Background: an optimization exercise with open tools, aiming at small area and a short achievable clock period. Do not read the settings as production practice. Function was checked by simulation only, so behaviour that the tests miss may differ from the original.

<file path="flow/flow/run.sh">
#!/bin/bash
# Own layout flow: the standard layout (standard.sh), with the synthesis step
# run by flow/synth.tcl (see there). Each tool's output goes to a log file here.
set -euo pipefail
here=$(pwd)
export FLOW_ABC_SCRIPT=$here/flow/abc.script
# standard.sh with the synthesis script swapped
sed "s#SYNTH_SCRIPT=[^ ]*#SYNTH_SCRIPT=$here/flow/synth.tcl#" standard.sh > own_standard.sh
grep -q "SYNTH_SCRIPT=$here/flow/synth.tcl" own_standard.sh
bash own_standard.sh finish > flow_make.log 2>&1
test -s out/final.def
</file>
<file path="flow/flow/abc.script">
strash
dch
map
topo
buffer -c
upsize -c
dnsize -c
</file>
<file path="flow/flow/synth.tcl">
proc synth {args} { yosys synth -nofsm -noshare {*}$args }
# The standard synthesis (synth_recipe.tcl) with two changes to the combinational
# mapping only: no full/half-adder extraction, and flow/abc.script as the ABC
# script. Registers, their names and cell types are the standard synthesis's.
set ::env(ADDER_MAP_FILE) ""
trace add variable ::abc_args write {apply {{n1 n2 op} {
  set i [lsearch $::abc_args -script]
  if {$i >= 0} { lset ::abc_args [expr {$i + 1}] $::env(FLOW_ABC_SCRIPT) }
}}}
source $::env(SCRIPTS_DIR)/synth.tcl
# left out here: clear keep_hierarchy, flatten, clean up, hide names made inside functions, write 1_2_yosys.v
</file>
<file path="flow/standard.sh">
#!/bin/bash
# synth_recipe.tcl (not shown) runs the flow's synth.tcl, then flattens the netlist and writes it again
# the make line also repeats each setting of config.mk as NAME=value (left out here)
make -C /OpenROAD-flow-scripts/flow DESIGN_CONFIG=/design/flow/config.mk WORK_HOME=/design/flow/orfs CLKGATE_MAP_FILE= SYNTH_SCRIPT=/design/flow/synth_recipe.tcl "${@:-finish}"
</file>
<file path="flow/config.mk">
export PLATFORM = sky130hd
export DESIGN_NAME = axis_cordic
export DESIGN_NICKNAME = axis_cordic
export VERILOG_FILES = /design/flow/design.v
export SDC_FILE = /design/flow/constraint.sdc
export NUM_CORES = 4
export LEC_CHECK = 0
export CAP_MARGIN = 20
export CORE_MARGIN = 2
export CORE_UTILIZATION = 40
export SLEW_MARGIN = 20
</file>
<file path="flow/constraint.sdc">
create_clock -name core_clock -period 5.0 [get_ports {aclk}]
set_input_delay 1.0000 -clock core_clock [delete_from_list [all_inputs] [get_ports {aclk}]]
set_output_delay 1.0000 -clock core_clock [all_outputs]
set_load 0.01 [all_outputs]
</file>
<file path="flow/design.v">
module axis_cordic #
(
  parameter FREQ_WIDTH = 32,
  parameter IN_WIDTH   = 18,  
  parameter EXTRA_BITS = 5   
)
(
  input wire aresetn,
  input wire aclk,
  input signed [FREQ_WIDTH-1:0] frequency,
  input signed [IN_WIDTH-1:0] in_data,
  output wire [47:0] m_axis_tdata,
  output wire m_axis_tvalid
);
reg [31:0] freq_r;           
reg [31:0] phase;            
reg        rst_d;            
reg [17:0] d_r;              
reg [4:0]  cnt;              
wire       live = (cnt == 5'd21);
wire [31:0] phase_sum;
cordic_add #(.W(32), .ARCH(0)) acc (.a(phase), .b(freq_r), .ci(1'b0), .s(phase_sum), .co());
always @(posedge aclk)
begin
  freq_r <= frequency;
  rst_d  <= !aresetn;
  d_r    <= in_data;
  phase  <= rst_d ? 32'd0 : phase_sum;
  cnt    <= !aresetn ? 5'd0 : (live ? cnt : cnt + 5'd1);
end
wire [2:0] q_nx = rst_d ? 3'd0 : phase_sum[31:29];
reg ax_neg, ay_neg, big_x;
always @(posedge aclk)
begin
  ax_neg <= q_nx[2] ^ q_nx[1];        
  ay_neg <= q_nx[2];                  
  big_x  <= ~(q_nx[1] ^ q_nx[0]);     
end
wire big_y = ~big_x;
wire [19:0] d_ext = {{2{d_r[17]}}, d_r};
wire [19:0] d4    = {d_r, 2'b00};
wire [19:0] x1s, y1s;
cordic_add #(.W(20), .ARCH(0)) x1add (.a(big_x ? (d4 ^ {20{ax_neg}}) : 20'd0),
  .b(d_ext ^ {20{big_x ^ ax_neg}}), .ci(big_x | ax_neg), .s(x1s), .co());
cordic_add #(.W(20), .ARCH(0)) y1add (.a(big_y ? (d4 ^ {20{ay_neg}}) : 20'd0),
  .b(d_ext ^ {20{big_y ^ ay_neg}}), .ci(big_y | ay_neg), .s(y1s), .co());
reg [19:0] X1, Y1;           
always @(posedge aclk)
begin
  X1 <= x1s;
  Y1 <= y1s;
end
wire [0:0] zs0 = ~phase[29];    
wire [20:0] zn1;
cordic_sxadd #(.W(21), .LO(20), .ARCH(0)) zadd1 (.a({~phase[29], phase[28:9]}), .b(20'd619011 ^ {20{~zs0}}), .bs(~zs0), .ci(~zs0), .s(zn1));
reg [20:0] Z1;
always @(posedge aclk) Z1 <= zn1;
wire [0:0] zs1 = Z1[20];    
wire [19:0] zn2;
cordic_sxadd #(.W(20), .LO(19), .ARCH(0)) zadd2 (.a(Z1[19:0]), .b(19'd327068 ^ {19{~zs1}}), .bs(~zs1), .ci(~zs1), .s(zn2));
reg [19:0] Z2;
always @(posedge aclk) Z2 <= zn2;
wire [0:0] zs2 = Z2[19];    
wire [18:0] zn3;
cordic_sxadd #(.W(19), .LO(18), .ARCH(0)) zadd3 (.a(Z2[18:0]), .b(18'd166025 ^ {18{~zs2}}), .bs(~zs2), .ci(~zs2), .s(zn3));
reg [18:0] Z3;
always @(posedge aclk) Z3 <= zn3;
wire [0:0] zs3 = Z3[18];    
wire [17:0] zn4;
cordic_sxadd #(.W(18), .LO(17), .ARCH(0)) zadd4 (.a(Z3[17:0]), .b(17'd83335 ^ {17{~zs3}}), .bs(~zs3), .ci(~zs3), .s(zn4));
reg [17:0] Z4;
always @(posedge aclk) Z4 <= zn4;
wire [0:0] zs4 = Z4[17];    
wire [16:0] zn5;
cordic_sxadd #(.W(17), .LO(16), .ARCH(0)) zadd5 (.a(Z4[16:0]), .b(16'd41708 ^ {16{~zs4}}), .bs(~zs4), .ci(~zs4), .s(zn5));
reg [16:0] Z5;
always @(posedge aclk) Z5 <= zn5;
wire [0:0] zs5 = Z5[16];    
wire [15:0] zn6;
cordic_sxadd #(.W(16), .LO(15), .ARCH(0)) zadd6 (.a(Z5[15:0]), .b(15'd20859 ^ {15{~zs5}}), .bs(~zs5), .ci(~zs5), .s(zn6));
reg [15:0] Z6;
always @(posedge aclk) Z6 <= zn6;
wire [0:0] zs6 = Z6[15];    
wire [14:0] zn7;
cordic_sxadd #(.W(15), .LO(14), .ARCH(0)) zadd7 (.a(Z6[14:0]), .b(14'd10430 ^ {14{~zs6}}), .bs(~zs6), .ci(~zs6), .s(zn7));
reg [14:0] Z7;
always @(posedge aclk) Z7 <= zn7;
wire [0:0] zs7 = Z7[14];    
wire [13:0] zn8;
cordic_sxadd #(.W(14), .LO(13), .ARCH(0)) zadd8 (.a(Z7[13:0]), .b(13'd5215 ^ {13{~zs7}}), .bs(~zs7), .ci(~zs7), .s(zn8));
reg [13:0] Z8;
always @(posedge aclk) Z8 <= zn8;
wire [0:0] zs8 = Z8[13];    
wire [12:0] zn9;
cordic_sxadd #(.W(13), .LO(12), .ARCH(0)) zadd9 (.a(Z8[12:0]), .b(12'd2608 ^ {12{~zs8}}), .bs(~zs8), .ci(~zs8), .s(zn9));
reg [12:0] Z9;
always @(posedge aclk) Z9 <= zn9;
wire [0:0] zs9 = Z9[12];    
wire [11:0] zn10;
cordic_sxadd #(.W(12), .LO(11), .ARCH(0)) zadd10 (.a(Z9[11:0]), .b(11'd1304 ^ {11{~zs9}}), .bs(~zs9), .ci(~zs9), .s(zn10));
reg [11:0] Z10;
always @(posedge aclk) Z10 <= zn10;
wire [0:0] zs10 = Z10[11];    
wire [10:0] zn11;
cordic_sxadd #(.W(11), .LO(10), .ARCH(0)) zadd11 (.a(Z10[10:0]), .b(10'd652 ^ {10{~zs10}}), .bs(~zs10), .ci(~zs10), .s(zn11));
reg [10:0] Z11;
always @(posedge aclk) Z11 <= zn11;
wire [0:0] zs11 = Z11[10];    
wire [9:0] zn12;
cordic_sxadd #(.W(10), .LO(9), .ARCH(0)) zadd12 (.a(Z11[9:0]), .b(9'd326 ^ {9{~zs11}}), .bs(~zs11), .ci(~zs11), .s(zn12));
reg [9:0] Z12;
always @(posedge aclk) Z12 <= zn12;
wire [0:0] zs12 = Z12[9];    
wire [8:0] zn13;
cordic_sxadd #(.W(9), .LO(8), .ARCH(0)) zadd13 (.a(Z12[8:0]), .b(8'd163 ^ {8{~zs12}}), .bs(~zs12), .ci(~zs12), .s(zn13));
reg [8:0] Z13;
always @(posedge aclk) Z13 <= zn13;
wire [0:0] zs13 = Z13[8];    
wire [7:0] zn14;
cordic_sxadd #(.W(8), .LO(7), .ARCH(0)) zadd14 (.a(Z13[7:0]), .b(7'd81 ^ {7{~zs13}}), .bs(~zs13), .ci(~zs13), .s(zn14));
reg [7:0] Z14;
always @(posedge aclk) Z14 <= zn14;
wire [0:0] zs14 = Z14[7];    
wire [6:0] zn15;
cordic_sxadd #(.W(7), .LO(6), .ARCH(0)) zadd15 (.a(Z14[6:0]), .b(6'd41 ^ {6{~zs14}}), .bs(~zs14), .ci(~zs14), .s(zn15));
reg [6:0] Z15;
always @(posedge aclk) Z15 <= zn15;
wire [0:0] zs15 = Z15[6];    
wire [5:0] zn16;
cordic_sxadd #(.W(6), .LO(5), .ARCH(0)) zadd16 (.a(Z15[5:0]), .b(5'd20 ^ {5{~zs15}}), .bs(~zs15), .ci(~zs15), .s(zn16));
reg [5:0] Z16;
always @(posedge aclk) Z16 <= zn16;
wire [0:0] zs16 = Z16[5];    
wire [4:0] zn17;
cordic_sxadd #(.W(5), .LO(4), .ARCH(0)) zadd17 (.a(Z16[4:0]), .b(4'd10 ^ {4{~zs16}}), .bs(~zs16), .ci(~zs16), .s(zn17));
reg [4:0] Z17;
always @(posedge aclk) Z17 <= zn17;
wire [0:0] zs17 = Z17[4];    
wire [3:0] zn18;
cordic_sxadd #(.W(4), .LO(3), .ARCH(0)) zadd18 (.a(Z17[3:0]), .b(3'd5 ^ {3{~zs17}}), .bs(~zs17), .ci(~zs17), .s(zn18));
reg [3:0] Z18;
always @(posedge aclk) Z18 <= zn18;
wire [0:0] zs18 = Z18[3];    
wire [2:0] zn19;
cordic_sxadd #(.W(3), .LO(2), .ARCH(0)) zadd19 (.a(Z18[2:0]), .b(2'd3 ^ {2{~zs18}}), .bs(~zs18), .ci(~zs18), .s(zn19));
reg [2:0] Z19;
always @(posedge aclk) Z19 <= zn19;
wire [23:0] Xf1 = {X1, 4'b0000};
wire [23:0] Yf1 = {Y1, 4'b0000};
wire m1 = ~Z1[20];
wire [21:0] xs2, ys2;
cordic_sxadd #(.W(22), .LO(20), .ARCH(0)) xadd2 (.a({X1, 2'b00}), .b(Y1 ^ {20{m1}}), .bs(Y1[19] ^ m1), .ci(m1), .s(xs2));
cordic_sxadd #(.W(22), .LO(20), .ARCH(0)) yadd2 (.a({Y1, 2'b00}), .b(X1 ^ {20{~m1}}), .bs(X1[19] ^ ~m1), .ci(~m1), .s(ys2));
reg [21:0] X2, Y2;
always @(posedge aclk) begin X2 <= xs2; Y2 <= ys2; end
wire [23:0] Xf2 = {X2, 2'b00};
wire [23:0] Yf2 = {Y2, 2'b00};
wire m2 = ~Z2[19];
wire [23:0] xs3, ys3;
cordic_sxadd #(.W(24), .LO(20), .ARCH(0)) xadd3 (.a(Xf2), .b(Yf2[22:3] ^ {20{m2}}), .bs(Yf2[23] ^ m2), .ci(Yf2[2] ^ m2), .s(xs3));
cordic_sxadd #(.W(24), .LO(20), .ARCH(0)) yadd3 (.a(Yf2), .b(Xf2[22:3] ^ {20{~m2}}), .bs(Xf2[23] ^ ~m2), .ci(Xf2[2] ^ ~m2), .s(ys3));
reg [23:0] X3, Y3;
always @(posedge aclk) begin X3 <= xs3; Y3 <= ys3; end
wire [23:0] Xf3 = X3;
wire [23:0] Yf3 = Y3;
wire m3 = ~Z3[18];
wire [23:0] xs4, ys4;
cordic_sxadd #(.W(24), .LO(19), .ARCH(0)) xadd4 (.a(Xf3), .b(Yf3[22:4] ^ {19{m3}}), .bs(Yf3[23] ^ m3), .ci(Yf3[3] ^ m3), .s(xs4));
cordic_sxadd #(.W(24), .LO(19), .ARCH(0)) yadd4 (.a(Yf3), .b(Xf3[22:4] ^ {19{~m3}}), .bs(Xf3[23] ^ ~m3), .ci(Xf3[3] ^ ~m3), .s(ys4));
reg [23:0] X4, Y4;
always @(posedge aclk) begin X4 <= xs4; Y4 <= ys4; end
wire [23:0] Xf4 = X4;
wire [23:0] Yf4 = Y4;
wire m4 = ~Z4[17];
wire [23:0] xs5, ys5;
cordic_sxadd #(.W(24), .LO(18), .ARCH(0)) xadd5 (.a(Xf4), .b(Yf4[22:5] ^ {18{m4}}), .bs(Yf4[23] ^ m4), .ci(Yf4[4] ^ m4), .s(xs5));
cordic_sxadd #(.W(24), .LO(18), .ARCH(0)) yadd5 (.a(Yf4), .b(Xf4[22:5] ^ {18{~m4}}), .bs(Xf4[23] ^ ~m4), .ci(Xf4[4] ^ ~m4), .s(ys5));
reg [23:0] X5, Y5;
always @(posedge aclk) begin X5 <= xs5; Y5 <= ys5; end
wire [23:0] Xf5 = X5;
wire [23:0] Yf5 = Y5;
wire m5 = ~Z5[16];
wire [23:0] xs6, ys6;
cordic_sxadd #(.W(24), .LO(17), .ARCH(0)) xadd6 (.a(Xf5), .b(Yf5[22:6] ^ {17{m5}}), .bs(Yf5[23] ^ m5), .ci(Yf5[5] ^ m5), .s(xs6));
cordic_sxadd #(.W(24), .LO(17), .ARCH(0)) yadd6 (.a(Yf5), .b(Xf5[22:6] ^ {17{~m5}}), .bs(Xf5[23] ^ ~m5), .ci(Xf5[5] ^ ~m5), .s(ys6));
reg [23:0] X6, Y6;
always @(posedge aclk) begin X6 <= xs6; Y6 <= ys6; end
wire [23:0] Xf6 = X6;
wire [23:0] Yf6 = Y6;
wire m6 = ~Z6[15];
wire [23:0] xs7, ys7;
cordic_sxadd #(.W(24), .LO(16), .ARCH(0)) xadd7 (.a(Xf6), .b(Yf6[22:7] ^ {16{m6}}), .bs(Yf6[23] ^ m6), .ci(Yf6[6] ^ m6), .s(xs7));
cordic_sxadd #(.W(24), .LO(16), .ARCH(0)) yadd7 (.a(Yf6), .b(Xf6[22:7] ^ {16{~m6}}), .bs(Xf6[23] ^ ~m6), .ci(Xf6[6] ^ ~m6), .s(ys7));
reg [23:0] X7, Y7;
always @(posedge aclk) begin X7 <= xs7; Y7 <= ys7; end
wire [23:0] Xf7 = X7;
wire [23:0] Yf7 = Y7;
wire m7 = ~Z7[14];
wire [23:0] xs8, ys8;
cordic_sxadd #(.W(24), .LO(15), .ARCH(0)) xadd8 (.a(Xf7), .b(Yf7[22:8] ^ {15{m7}}), .bs(Yf7[23] ^ m7), .ci(Yf7[7] ^ m7), .s(xs8));
cordic_sxadd #(.W(24), .LO(15), .ARCH(0)) yadd8 (.a(Yf7), .b(Xf7[22:8] ^ {15{~m7}}), .bs(Xf7[23] ^ ~m7), .ci(Xf7[7] ^ ~m7), .s(ys8));
reg [23:0] X8, Y8;
always @(posedge aclk) begin X8 <= xs8; Y8 <= ys8; end
wire [23:0] Xf8 = X8;
wire [23:0] Yf8 = Y8;
wire m8 = ~Z8[13];
wire [23:0] xs9, ys9;
cordic_sxadd #(.W(24), .LO(14), .ARCH(0)) xadd9 (.a(Xf8), .b(Yf8[22:9] ^ {14{m8}}), .bs(Yf8[23] ^ m8), .ci(Yf8[8] ^ m8), .s(xs9));
cordic_sxadd #(.W(24), .LO(14), .ARCH(0)) yadd9 (.a(Yf8), .b(Xf8[22:9] ^ {14{~m8}}), .bs(Xf8[23] ^ ~m8), .ci(Xf8[8] ^ ~m8), .s(ys9));
reg [23:0] X9, Y9;
always @(posedge aclk) begin X9 <= xs9; Y9 <= ys9; end
wire [23:0] Xf9 = X9;
wire [23:0] Yf9 = Y9;
wire m9 = ~Z9[12];
wire [23:0] xs10, ys10;
cordic_sxadd #(.W(24), .LO(13), .ARCH(0)) xadd10 (.a(Xf9), .b(Yf9[22:10] ^ {13{m9}}), .bs(Yf9[23] ^ m9), .ci(Yf9[9] ^ m9), .s(xs10));
cordic_sxadd #(.W(24), .LO(13), .ARCH(0)) yadd10 (.a(Yf9), .b(Xf9[22:10] ^ {13{~m9}}), .bs(Xf9[23] ^ ~m9), .ci(Xf9[9] ^ ~m9), .s(ys10));
reg [23:0] X10, Y10;
always @(posedge aclk) begin X10 <= xs10; Y10 <= ys10; end
wire [23:0] Xf10 = X10;
wire [23:0] Yf10 = Y10;
wire m10 = ~Z10[11];
wire [23:0] xs11, ys11;
cordic_sxadd #(.W(24), .LO(12), .ARCH(0)) xadd11 (.a(Xf10), .b(Yf10[22:11] ^ {12{m10}}), .bs(Yf10[23] ^ m10), .ci(Yf10[10] ^ m10), .s(xs11));
cordic_sxadd #(.W(24), .LO(12), .ARCH(0)) yadd11 (.a(Yf10), .b(Xf10[22:11] ^ {12{~m10}}), .bs(Xf10[23] ^ ~m10), .ci(Xf10[10] ^ ~m10), .s(ys11));
reg [23:0] X11, Y11;
always @(posedge aclk) begin X11 <= xs11; Y11 <= ys11; end
wire [23:0] Xf11 = X11;
wire [23:0] Yf11 = Y11;
wire m11 = ~Z11[10];
wire [23:0] xs12, ys12;
cordic_sxadd #(.W(24), .LO(11), .ARCH(0)) xadd12 (.a(Xf11), .b(Yf11[22:12] ^ {11{m11}}), .bs(Yf11[23] ^ m11), .ci(Yf11[11] ^ m11), .s(xs12));
cordic_sxadd #(.W(24), .LO(11), .ARCH(0)) yadd12 (.a(Yf11), .b(Xf11[22:12] ^ {11{~m11}}), .bs(Xf11[23] ^ ~m11), .ci(Xf11[11] ^ ~m11), .s(ys12));
reg [23:0] X12, Y12;
always @(posedge aclk) begin X12 <= xs12; Y12 <= ys12; end
wire [23:0] Xf12 = X12;
wire [23:0] Yf12 = Y12;
wire m12 = ~Z12[9];
wire [23:0] xs13, ys13;
cordic_sxadd #(.W(24), .LO(10), .ARCH(0)) xadd13 (.a(Xf12), .b(Yf12[22:13] ^ {10{m12}}), .bs(Yf12[23] ^ m12), .ci(Yf12[12] ^ m12), .s(xs13));
cordic_sxadd #(.W(24), .LO(10), .ARCH(0)) yadd13 (.a(Yf12), .b(Xf12[22:13] ^ {10{~m12}}), .bs(Xf12[23] ^ ~m12), .ci(Xf12[12] ^ ~m12), .s(ys13));
reg [23:0] X13, Y13;
always @(posedge aclk) begin X13 <= xs13; Y13 <= ys13; end
wire [23:0] Xf13 = X13;
wire [23:0] Yf13 = Y13;
wire m13 = ~Z13[8];
wire [23:0] xs14, ys14;
cordic_sxadd #(.W(24), .LO(9), .ARCH(0)) xadd14 (.a(Xf13), .b(Yf13[22:14] ^ {9{m13}}), .bs(Yf13[23] ^ m13), .ci(Yf13[13] ^ m13), .s(xs14));
cordic_sxadd #(.W(24), .LO(9), .ARCH(0)) yadd14 (.a(Yf13), .b(Xf13[22:14] ^ {9{~m13}}), .bs(Xf13[23] ^ ~m13), .ci(Xf13[13] ^ ~m13), .s(ys14));
reg [23:0] X14, Y14;
always @(posedge aclk) begin X14 <= xs14; Y14 <= ys14; end
wire [23:0] Xf14 = X14;
wire [23:0] Yf14 = Y14;
wire m14 = ~Z14[7];
wire [23:0] xs15, ys15;
cordic_sxadd #(.W(24), .LO(8), .ARCH(0)) xadd15 (.a(Xf14), .b(Yf14[22:15] ^ {8{m14}}), .bs(Yf14[23] ^ m14), .ci(Yf14[14] ^ m14), .s(xs15));
cordic_sxadd #(.W(24), .LO(8), .ARCH(0)) yadd15 (.a(Yf14), .b(Xf14[22:15] ^ {8{~m14}}), .bs(Xf14[23] ^ ~m14), .ci(Xf14[14] ^ ~m14), .s(ys15));
reg [23:0] X15, Y15;
always @(posedge aclk) begin X15 <= xs15; Y15 <= ys15; end
wire [23:0] Xf15 = X15;
wire [23:0] Yf15 = Y15;
wire m15 = ~Z15[6];
wire [23:0] xs16, ys16;
cordic_sxadd #(.W(24), .LO(7), .ARCH(0)) xadd16 (.a(Xf15), .b(Yf15[22:16] ^ {7{m15}}), .bs(Yf15[23] ^ m15), .ci(Yf15[15] ^ m15), .s(xs16));
cordic_sxadd #(.W(24), .LO(7), .ARCH(0)) yadd16 (.a(Yf15), .b(Xf15[22:16] ^ {7{~m15}}), .bs(Xf15[23] ^ ~m15), .ci(Xf15[15] ^ ~m15), .s(ys16));
reg [23:0] X16, Y16;
always @(posedge aclk) begin X16 <= xs16; Y16 <= ys16; end
wire [23:0] Xf16 = X16;
wire [23:0] Yf16 = Y16;
wire m16 = ~Z16[5];
wire [23:0] xs17, ys17;
cordic_sxadd #(.W(24), .LO(6), .ARCH(0)) xadd17 (.a(Xf16), .b(Yf16[22:17] ^ {6{m16}}), .bs(Yf16[23] ^ m16), .ci(Yf16[16] ^ m16), .s(xs17));
cordic_sxadd #(.W(24), .LO(6), .ARCH(0)) yadd17 (.a(Yf16), .b(Xf16[22:17] ^ {6{~m16}}), .bs(Xf16[23] ^ ~m16), .ci(Xf16[16] ^ ~m16), .s(ys17));
reg [23:0] X17, Y17;
always @(posedge aclk) begin X17 <= xs17; Y17 <= ys17; end
wire [23:0] Xf17 = X17;
wire [23:0] Yf17 = Y17;
wire m17 = ~Z17[4];
wire [23:0] xs18, ys18;
cordic_sxadd #(.W(24), .LO(5), .ARCH(0)) xadd18 (.a(Xf17), .b(Yf17[22:18] ^ {5{m17}}), .bs(Yf17[23] ^ m17), .ci(Yf17[17] ^ m17), .s(xs18));
cordic_sxadd #(.W(24), .LO(5), .ARCH(0)) yadd18 (.a(Yf17), .b(Xf17[22:18] ^ {5{~m17}}), .bs(Xf17[23] ^ ~m17), .ci(Xf17[17] ^ ~m17), .s(ys18));
reg [23:0] X18, Y18;
always @(posedge aclk) begin X18 <= xs18; Y18 <= ys18; end
wire [23:0] Xf18 = X18;
wire [23:0] Yf18 = Y18;
wire m18 = ~Z18[3];
wire [23:0] xs19, ys19;
cordic_sxadd #(.W(24), .LO(4), .ARCH(0)) xadd19 (.a(Xf18), .b(Yf18[22:19] ^ {4{m18}}), .bs(Yf18[23] ^ m18), .ci(Yf18[18] ^ m18), .s(xs19));
cordic_sxadd #(.W(24), .LO(4), .ARCH(0)) yadd19 (.a(Yf18), .b(Xf18[22:19] ^ {4{~m18}}), .bs(Xf18[23] ^ ~m18), .ci(Xf18[18] ^ ~m18), .s(ys19));
reg [23:0] X19, Y19;
always @(posedge aclk) begin X19 <= xs19; Y19 <= ys19; end
wire [23:0] Xf19 = X19;
wire [23:0] Yf19 = Y19;
wire m19 = ~Z19[2];
wire [23:0] xs20, ys20;
cordic_sxadd #(.W(24), .LO(3), .ARCH(0)) xadd20 (.a(Xf19), .b(Yf19[22:20] ^ {3{m19}}), .bs(Yf19[23] ^ m19), .ci(Yf19[19] ^ m19), .s(xs20));
cordic_sxadd #(.W(24), .LO(3), .ARCH(0)) yadd20 (.a(Yf19), .b(Xf19[22:20] ^ {3{~m19}}), .bs(Xf19[23] ^ ~m19), .ci(Xf19[19] ^ ~m19), .s(ys20));
reg [23:0] X20, Y20;
always @(posedge aclk) begin X20 <= xs20; Y20 <= ys20; end
wire [23:0] Xf20 = X20;
wire [23:0] Yf20 = Y20;
assign m_axis_tdata[23:0]  = X20 & {24{live}};
assign m_axis_tdata[47:24] = Y20 & {24{live}};
assign m_axis_tvalid = 1;                        
endmodule
module cordic_add #
(
  parameter W    = 8,
  parameter ARCH = 0
)
(
  input  wire [W-1:0] a,
  input  wire [W-1:0] b,
  input  wire         ci,
  output wire [W-1:0] s,
  output wire         co
);
function [W-1:0] carries;
  input [W-1:0] gi;
  input [W-1:0] pi;
  input         cin;
  reg   [W-1:0] g, p;
  integer l, i;
  begin
    g = gi;
    p = pi;
    g[0] = g[0] | (p[0] & cin);
    for (l = 0; (1 << l) < W; l = l + 1)
      for (i = W - 1; i >= 0; i = i - 1)
        if (ARCH == 0 && ((i >> l) & 1)) begin
          g[i] = g[i] | (p[i] & g[((i >> l) << l) - 1]);
          p[i] = p[i] & p[((i >> l) << l) - 1];
        end
        else if (ARCH == 1 && i >= (1 << l)) begin
          g[i] = g[i] | (p[i] & g[i - (1 << l)]);
          p[i] = p[i] & p[i - (1 << l)];
        end
    carries = g;
  end
endfunction
generate
  if (ARCH == 2) begin : plain
    wire [W:0] t = {1'b0, a} + {1'b0, b} + {{W{1'b0}}, ci};
    assign s  = t[W-1:0];
    assign co = t[W];
  end
  else begin : prefix
    wire [W-1:0] h = a ^ b;
    wire [W-1:0] g = carries(a & b, h, ci);
    assign s  = h ^ {g[W-2:0], ci};
    assign co = g[W-1];
  end
endgenerate
endmodule
module cordic_pand #
(
  parameter W = 8
)
(
  input  wire [W-1:0] x,
  output wire [W:0]   y
);
function [W-1:0] pand;
  input [W-1:0] x;
  reg   [W-1:0] q;
  integer l, i;
  begin
    q = x;
    for (l = 0; (1 << l) < W; l = l + 1)
      for (i = W - 1; i >= 0; i = i - 1)
        if ((i >> l) & 1)
          q[i] = q[i] & q[((i >> l) << l) - 1];
    pand = q;
  end
endfunction
assign y = {pand(x), 1'b1};
endmodule
module cordic_sxadd #
(
  parameter W    = 24,
  parameter LO   = 8,
  parameter ARCH = 0
)
(
  input  wire [W-1:0]  a,
  input  wire [LO-1:0] b,
  input  wire          bs,
  input  wire          ci,
  output wire [W-1:0]  s
);
localparam H = W - LO;
wire cl;
wire [H:0] ones, zeros;
wire [H-1:0] ah = a[W-1:LO];
cordic_add #(.W(LO), .ARCH(ARCH)) low (.a(a[LO-1:0]), .b(b), .ci(ci), .s(s[LO-1:0]), .co(cl));
cordic_pand #(.W(H)) po (.x(ah), .y(ones));
cordic_pand #(.W(H)) pz (.x(~ah), .y(zeros));
wire [H-1:0] a1 = bs ? ah : ah ^ ones[H-1:0];
wire [H-1:0] a0 = bs ? ah ^ zeros[H-1:0] : ah;
assign s[W-1:LO] = cl ? a1 : a0;
endmodule
</file>
==> notes.md <==
cells by family (layout without fill, tap and decap cells):
kind of cell / count (synthesis) / after routing
other: 1 / 2
AO/OA/AOI/OAI: 2732 / 2732
AND/OR/NAND/NOR: 5843 / 5843
buffers and inverters: 1908 / 1935
adder cells (fa/ha/maj): 19 / 19
flip-flops: 1265 / 1265
XOR/XNOR: 1408 / 1408
final cells by class:
type	instances	area (µm²)	share of cell area, %
multi-input cells	10003	54000	56.7
flip-flops and latches	1265	25300	26.6
inverters	1503	5640	5.93
clock buffers	201	4270	4.48
well taps	2854	3570	3.75
repair buffers	159	1460	1.54
clock inverters	72	901	0.946
diodes	1	2.50	0.00263
per-stage QoR:
stage               utilization [%]  hold WS (ns)
floorplan                         -         0.371
global placement               41.4         0.310
detailed placement             41.4         0.313
CTS                            43.8         0.325
global route                   43.8         0.322
finish                         43.8         0.322
worst max-delay path by stage:
stage | slack (ns) | depth (start not counted) | to | from
final | 1.53 | 7 | m_axis_tdata[46] | cnt[3]
after detailed placement | 1.67 | 10 | X15[14] | Z14[7]
after global placement | 1.75 | 11 | Z1[20] | phase[29]
after floorplan | 2.79 | 7 | m_axis_tdata[37] | cnt[3]
after CTS | 1.44 | 7 | m_axis_tdata[31] | cnt[3]
after global routing | 1.22 | 10 | X15[14] | Z14[7]
metal layers:
| layer | up-vias | global-route usage (%) |
|---|---|---|
| met1 | 36306 | 26.2 |
| met4 | 0 | 4.64 |
| li1 | 42824 | - |
| met2 | 1353 | 34.0 |
| met3 | 270 | 2.23 |
| met5 | - | 0 |
worst max-delay path: cells and delay by family (launching register included):
| family | cells | cell delay (ns) |
|---|---|---|
| flip-flops | 1 | 0.31 |
| buffers and inverters | 4 | 0.97 |
| AND/OR/NAND/NOR | 3 | 0.37 |
cell usage after synthesis, drive strengths merged (128+ instances only):
cell type | count | area, µm²
a21oi | 742 | 3930
buf | 195 | 1620
clkbuf | 210 | 792
dfxtp | 1265 | 25300
inv | 1490 | 5590
nand2 | 2585 | 9740
nand3 | 593 | 2990
nand4 | 211 | 1390
nor2 | 1916 | 7380
nor3 | 199 | 1110
o211ai | 198 | 1520
o21ai | 1197 | 6150
o22ai | 128 | 801
xnor2 | 530 | 4840
xor2 | 878 | 7810
==> qor.yml <==
run_status:
  status: "no timing/DRC/antenna violations"
yosys:
  muxShareOfSynthArea_pct: 0
  synth_fa_ha_area_share_pct: 0.228
  synth_ff_type: "dfxtp_1"
  synth_xor_area_share_pct: 14.5
  yosysWarnings: 41
  synth.distinct_cells: 101
  syn-num-nets: 13228
  synth_edf_count: 0
  synthSimpleGateAreaFrac_pct: 28.5
  ys_seq_area_share_pct: 29.0
  synth-compound-area-share_pct: 18.6
  syn_area_um2: 87400
  synth.avg_cell_area_um2: 6.63
  postSynthCellCount: 13176
  async_flop_share_pct: 0
  synth_seq_cells: 1265
  synth_top_family_by_area: "simple AND/OR/NAND/NOR gates"
detailed_routing:
  dr_wl_met2_um: 105000
  via_per_inst: 5.03
  drt_first_pass_iters: 8
  wl_um: 225000
  met3WireLength_um: 8340
  highest_layer: "met4"
  drtAntennaViolNets: 0
  avgRoutedWirePerCell_um: 14.0
  drt_iter0_markers: 5110
  wirelength_met1_um: 107000
  drc: 0
  vias: 80753
sta:
  rsz0062_at_grt: "false"
  fin_crit_ns: 3.47
  tightest_slew_ns: 1.06
  relSlewSlack_pct: 29.0
  fin_crit_sh_pct: 69.3
  final-setup-viol-count: 0
  maxSlewViolCount: 0
  max_freq_mhz: 288
  finalHoldViolCount: 0
  setup_tns_ns: 0
  skew_ns: 0.0586
  setup_slack_ns: 1.53
clocking:
  cts-root-buf: "clkbuf_16"
  insertion_delay_ns: 0.80
  cts_resized: 0
  clock_sinks: 1265
  clockBufferDepth: 3
  cts_buffers: 151
  hold_buffers: 0
  cts_htree_levels: 4
  clkTransAtPathRegs_ns: 0.06
  cts_tree: "done"
  cts_setup_buffers: 0
global_route:
  track_usage_pct: 19.7
  grt_overflow_total: 0
  grt_first_pass_wirelength_um: 369000
  first_global_vias: 73674
  antenna_found_initial: 2
  grt_max_degree: 52
critical_path:
  reg2reg_from: "Z14[7]"
  start_kind: "flip-flop"
  required_ns: 4.00
  cp_slowest_stage_delay_ns: 0.58
  crit_type: "flip-flop to output pin"
  cp_cell_sequence: "inv_1, nand3_1, nor2_1, inv_1, buf_4, nor2_1, clkdlybuf4s50_1"
  crit_path_max_fanout: 49
  cp.arrival_ns: 2.47
  regToRegSetupSlack_ns: 1.60
  rr_endpoint: "X15[14]"
  r2r_cells: 10
  crit_slowest_cell: "clkdlybuf4s50_1"
  worstSetupEndpointType: "output pin"
floorplan:
  start_util_pct: 40.2
  die_w_um: 471
  die_y_um: 471
  row_count: 171
  coreArea_um2: 217000
  io_pins: 101
  dieArea_um2: 222000
place:
  pre_cts_slack_ns: 1.67
  dpl_cell_area_um2: 90000
  gp_congestion: 0.872
  dp.cells: 15783
  dp.final_hpwl_um: 174000
  place.port_buffers: 99
finish:
  final_cell_mix: "nand2_1, nor2_1, inv_1"
  finalNonFillerCells: 16058
  final_area_um2: 95200
  final_common_cell: "nand2_1"
  drive_gt1_share_pct: 5.30
  areaGrowthSynthToFinish_pct: 8.97
  top_regs: "freq_r (32), phase (32)"
  nNetsFinal: 13135
  fillerInstances: 22703
worst_hold_path:
  min_to: "Z11[1]"
  hold_depth: 0
  min_from: "Z10[1]"
  hold_class: "flip-flop to flip-flop"
job:
  max_cap_viol_count: 0

port drivers added, routing unchanged:
How much do the figures lean on ideal ports? The routed layout below was timed once more, with nothing changed but the port constraints.
Step 1 (the two cells are an assumption about what drives the block):
set clk [get_ports {aclk}]
set_driving_cell -lib_cell sky130_fd_sc_hd__clkbuf_16 $clk
set_driving_cell -lib_cell sky130_fd_sc_hd__buf_2 [delete_from_list [all_inputs] $clk]
Step 2 moves the port delays by t, midway between the first and last clock arrival at a register: inputs arrive t later, outputs are due t later. That takes back most of the time a late clock gives input paths.
a / b / c = ideal ports / drivers / drivers and shift; a / b = the first two.
shift t [ns]: 0.863
slack for setup (ns): 1.533 / 1.443 / 1.598
hold WS [ns]: 0.322 / 0.322 / 0.322
pins driven straight from the clock port: 1
After both steps this run still meets setup and hold. For this run, drivers alone change the setup slack by -0.090 ns; drivers and shift together by +0.065 ns.
